From an optimization exercise on the open Yosys and OpenROAD flow, aimed at small area; shortcuts taken in it are not production practice.
In this exercise RTL edits were held to simulation tests only and were not proved equivalent to the original.
Power figures rest on the tool's default switching activity, not on a simulated workload.

lagoon:
// MAC
module MAC(
input clk,
input rst,
input [16 - 1 : 0] mac_en, 
input [16 * 16 - 1 : 0] img,
input [16 / 8 * 16 - 1 : 0] ker,
input [16 * 28 - 1 : 0] partial_output, 
output [16 * 33 - 1 : 0] result, 
output reg result_vld,
output partial_output_prepare
    );
Size in the first run: about 1300 I/O pins, about 120000 um^2 of cells after synthesis.
clock: 8.5 ns
lec_check: 0
abc_clock_period_in_ps: 8500
cap_margin: 20
core_margin: 2
core_utilization: 65
cts_cluster_diameter: 80
cts_cluster_size: 30
place_density: 0.8
slew_margin: 20
synth_hierarchical: 1
synth_minimum_keep_size: 0
standard.sh (not shown) runs the stock make flow with config.mk's settings and CLKGATE_MAP_FILE= SYNTH_SCRIPT=/design/flow/synth_recipe.tcl, a recipe that flattens the netlist after the stock synthesis.
==> flow/flow/run.sh <==
#!/bin/bash
# The standard layout (the standard.sh: standard synthesis, floorplan,
# placement, CTS, routing), with the ports buffered by the smallest buffer
# instead of the one buffer_ports picks on its own.
set -euo pipefail
export BUFFER_PORTS_ARGS="-buffer_cell sky130_fd_sc_hd__buf_1"
bash standard.sh synth > synth.log 2>&1
bash standard.sh finish > finish.log 2>&1
## Diff of input files: sierra against lagoon
diff --git a/flow/config.mk b/flow/config.mk
--- a/flow/config.mk
+++ b/flow/config.mk
@@ -11,2 +11,2 @@
-export CORE_UTILIZATION = 65
-export CTS_CLUSTER_DIAMETER = 80
+export CORE_UTILIZATION = 70
+export CTS_CLUSTER_DIAMETER = 85
@@ -14 +14 @@
-export PLACE_DENSITY = 0.8
+export PLACE_DENSITY = 0.84
==> run notes <==
Looking at the reports, sierra completed the entire flow and the layout it produced met the timing, DRC and antenna checks. lagoon was carried through to the last stage, and its layout satisfied the timing, DRC and antenna checks. Diff lagoon..sierra | sequential share of layout area | negligible. lagoon has a higher timing-limited maximum frequency than sierra. In terms of clock slew seen by the registers of the worst setup and hold paths, sierra and lagoon differ only marginally. Compared to lagoon, the routing of sierra uses more wire. sierra against lagoon; critical path depth in cells is up by a few percent. Design area delta (sierra − lagoon): favourable. Looking at origin of the worst setup path, the mult_add[5].u_mult_add.b_r[1] result is from sierra; the mult_add[10].u_mult_add.b_r[1] one comes from lagoon. Power of the sequential group, lagoon and sierra: lower on sierra.
The following lists how amber was set up differently from sierra:
diff --git a/flow/config.mk b/flow/config.mk
--- a/flow/config.mk
+++ b/flow/config.mk
@@ -11,4 +11,4 @@
-export CORE_UTILIZATION = 70
-export CTS_CLUSTER_DIAMETER = 85
-export CTS_CLUSTER_SIZE = 30
-export PLACE_DENSITY = 0.84
+export CORE_UTILIZATION = 65
+export CTS_CLUSTER_DIAMETER = 70
+export CTS_CLUSTER_SIZE = 25
+export PLACE_DENSITY = 0.8
Comparing amber against sierra, there is no change at all in count of maximum capacitance violations. Between amber and sierra, the global-route usage is higher for sierra. Against sierra as the reference, amber delivers a higher final non-filler cell area. Taking sierra as the reference, in amber detailed route wirelength on metal3 fell about 15%, post-layout minimum cycle time fell 230 ps, switching share of power fell 0.92 points, non-clock buffering overhead in the final layout about even. Taking sierra as the reference, in amber count of inserted tapcells increased 170, routed wire length moved down. Measured against each other, amber and sierra differ in layout overhead on the synthesized area, the lower figure coming from sierra.
> inputs changed (amber -> fjord)
diff --git a/flow/config.mk b/flow/config.mk
--- a/flow/config.mk
+++ b/flow/config.mk
@@ -12,2 +12,2 @@
-export CTS_CLUSTER_DIAMETER = 70
-export CTS_CLUSTER_SIZE = 25
+export CTS_CLUSTER_DIAMETER = 85
+export CTS_CLUSTER_SIZE = 30
Notes after the runs:
- Compared with amber, in fjord wire length held steady, register share of the cell area saw little to no change.
- fjord against amber: power share of the clock group moved down, non-clock buffering overhead in the final layout roughly the same.

* * *

== the reference run ==
Another version of the RTL of MAC (not shown whole).
For scale: about 11,000 cells after synthesis, ~120,000 um2 of cells after synthesis.
export LEC_CHECK = 0
export ABC_CLOCK_PERIOD_IN_PS = 8500
export CAP_MARGIN = 20
export CORE_MARGIN = 2
export CORE_UTILIZATION = 40
export CTS_BUF_LIST = sky130_fd_sc_hd__clkbuf_8
export PLACE_DENSITY = 0.6
export SLEW_MARGIN = 20
export SYNTH_HIERARCHICAL = 1
export SYNTH_MINIMUM_KEEP_SIZE = 0
create_clock -name core_clock -period 8.5 [get_ports {clk}]
Scripts as last shown in full above: flow/flow/run.sh
Input-level comparison between the trial run and the reference run:
Settings: clearing CTS_BUF_LIST, which used to be sky130_fd_sc_hd__clkbuf_8; putting CTS_CLUSTER_SIZE at 30 where nothing was set; putting CTS_CLUSTER_DIAMETER at 100 where nothing was set; swapping 0.6 for 0.7 in PLACE_DENSITY; swapping 40 for 55 in CORE_UTILIZATION.
Results
[the trial run vs the reference run] power share of the clock group: lower in the trial run. The trial run against the reference run: count of nets after finishing went down about 0.9%, average routed wire per standard cell rose by 10%.

* * *

Another version of the RTL of MAC (not shown whole).
For scale: about 1100 flip-flops.
export LEC_CHECK = 0
export ABC_CLOCK_PERIOD_IN_PS = 8500
export CAP_MARGIN = 20
export CORE_MARGIN = 2
export CORE_UTILIZATION = 75
export CTS_CLUSTER_DIAMETER = 70
export CTS_CLUSTER_SIZE = 25
export PLACE_DENSITY = 0.88
export SLEW_MARGIN = 20
export SYNTH_HIERARCHICAL = 1
export SYNTH_MINIMUM_KEEP_SIZE = 0
create_clock -name core_clock -period 8.5 [get_ports {clk}]
Scripts as last shown in full above: flow/flow/run.sh
The baseline ran to the end with no violations.
==> next run, changes <==
--- a/flow/config.mk
+++ b/flow/config.mk
@@ -9,8 +9,8 @@
 export CAP_MARGIN = 20
 export CORE_MARGIN = 2
-export CORE_UTILIZATION = 75
+export CORE_UTILIZATION = 65
 export CTS_CLUSTER_DIAMETER = 70
 export CTS_CLUSTER_SIZE = 25
-export PLACE_DENSITY = 0.88
+export PLACE_DENSITY = 0.8
 export SLEW_MARGIN = 20
 export SYNTH_HIERARCHICAL = 1
Result: Register-to-register slack improves by 0.28 ns; cell area goes up by 0.45%; routed wire length falls by 5.2%; non-clock buffer count came out higher by 13; synthesized area is unchanged; power came out lower by 1.2%; sequential power shrinks by about 1%; synthesized cell count does not change.

* * *

Another version of the RTL of MAC (not shown whole).
Size: about 11000 cells after synthesis, ~1100 flip-flops, ~120000 sq um of cells after synthesis.
==> flow/config.mk <==
export PLATFORM = sky130hd
export DESIGN_NAME = MAC
export DESIGN_NICKNAME = MAC
export VERILOG_FILES = /design/flow/design.v
export SDC_FILE = /design/flow/constraint.sdc
export NUM_CORES = 4
export LEC_CHECK = 0
export ABC_CLOCK_PERIOD_IN_PS = 8500
export CAP_MARGIN = 20
export CORE_MARGIN = 2
export CORE_UTILIZATION = 55
export CTS_CLUSTER_DIAMETER = 70
export CTS_CLUSTER_SIZE = 25
export PLACE_DENSITY = 0.7
export SLEW_MARGIN = 20
export SYNTH_HIERARCHICAL = 1
export SYNTH_MINIMUM_KEEP_SIZE = 0
==> flow/constraint.sdc <==
create_clock -name core_clock -period 8.5 [get_ports {clk}]
set_input_delay 1.7000 -clock core_clock [delete_from_list [all_inputs] [get_ports {clk}]]
set_output_delay 1.7000 -clock core_clock [all_outputs]
set_load 0.01 [all_outputs]
Scripts as last shown in full above: flow/flow/run.sh
The starting point finished with timing, DRC and antenna clean.
Next try:
==> flow/flow/run.sh (replaced) <==
#!/bin/bash
set -euo pipefail
export BUFFER_PORTS_ARGS="-buffer_cell sky130_fd_sc_hd__buf_1"
export RECOVER_POWER=100
bash standard.sh synth > synth.log 2>&1
bash standard.sh finish > finish.log 2>&1
Settings changed: CTS_CLUSTER_DIAMETER 70 to 100, CTS_CLUSTER_SIZE 25 to 30.
Result: The changed run reached the layout checks and failed them: max-capacitance violations, max-slew violations. Hold slack degrades by 23 ps. Cell count came out lower slightly. First-iteration DRC count came out higher slightly. Fmax came out lower slightly. Core utilization came out lower by 0.59 points. Die area does not change. Synthesized area is unchanged.
Next try:
==> flow/flow/run.sh (replaced) <==
#!/bin/bash
# The standard layout (the standard.sh: standard synthesis, floorplan,
# placement, CTS, routing), with the ports buffered by the smallest buffer
# instead of the one buffer_ports picks on its own.
set -euo pipefail
export BUFFER_PORTS_ARGS="-buffer_cell sky130_fd_sc_hd__buf_1"
bash standard.sh synth > synth.log 2>&1
bash standard.sh finish > finish.log 2>&1
Settings changed: CORE_UTILIZATION 55 to 65, CTS_CLUSTER_DIAMETER 100 to 70, CTS_CLUSTER_SIZE 30 to 25, PLACE_DENSITY 0.7 to 0.8.
Outcome: Now the flow finished with timing, DRC and antenna clean. Worst hold slack is better by 28 ps. Design area rose by 0.31%. Setup slack is better by 190 ps.

==> afterwards: timing with drivers on the ports <==
The flow's constraints put no driver on any port. The routed layouts listed below were extracted and timed again, unchanged, in two steps.
Step 1: set_driving_cell puts a clkbuf_16 on clk and a buf_2 on each other input, an assumption about the parent block.
Step 2, shift: input delay + t, output delay - t, t = (earliest + latest rising clock arrival at the registers) / 2. This alone moves slack from input paths to output paths.
Three values: no drivers, after step 1, after step 2; two values: the first two.
run | shift t [ns] | setup WS [ns] | clock arrival spread, ns | slew at the worst register clock pin (ns)
lagoon | 0.889 | 0.702 / 0.702 / -0.066 | 0.055 / 0.056 | 0.11 / 0.11
sierra | 0.851 | 0.430 / 0.430 / -0.137 | 0.054 / 0.054 | 0.12 / 0.12
amber | 0.893 | 0.662 / 0.667 / -0.156 | 0.072 / 0.073 | 0.10 / 0.10
fjord | 0.874 | 0.649 / 0.709 / -0.151 | 0.046 / 0.046 | 0.12 / 0.12
the reference run | 1.101 | 0.775 / 0.775 / 0.024 | 0.104 / 0.104 | 0.08 / 0.08
the trial run | 0.856 | 0.642 / 0.642 / -0.099 | 0.066 / 0.066 | 0.12 / 0.12
the first run of note 3 | 0.878 | 0.205 / 0.205 / -0.495 | 0.068 / 0.068 | 0.10 / 0.10
the second run of note 3 | 0.894 | 0.418 / 0.482 / -0.390 | 0.064 / 0.064 | 0.10 / 0.10
the first run of note 4 | 0.889 | 0.775 / 0.775 / 0.428 | 0.041 / 0.041 | 0.10 / 0.10
the second run of note 4 | 0.856 | 0.665 / 0.665 / -0.095 | 0.066 / 0.066 | 0.12 / 0.12
the third run of note 4 | 0.891 | 0.859 / 0.859 / 0.427 | 0.061 / 0.061 | 0.10 / 0.10
For amber, which loses most, drivers alone change the setup slack by +0.005 ns; drivers and shift together by -0.818 ns.
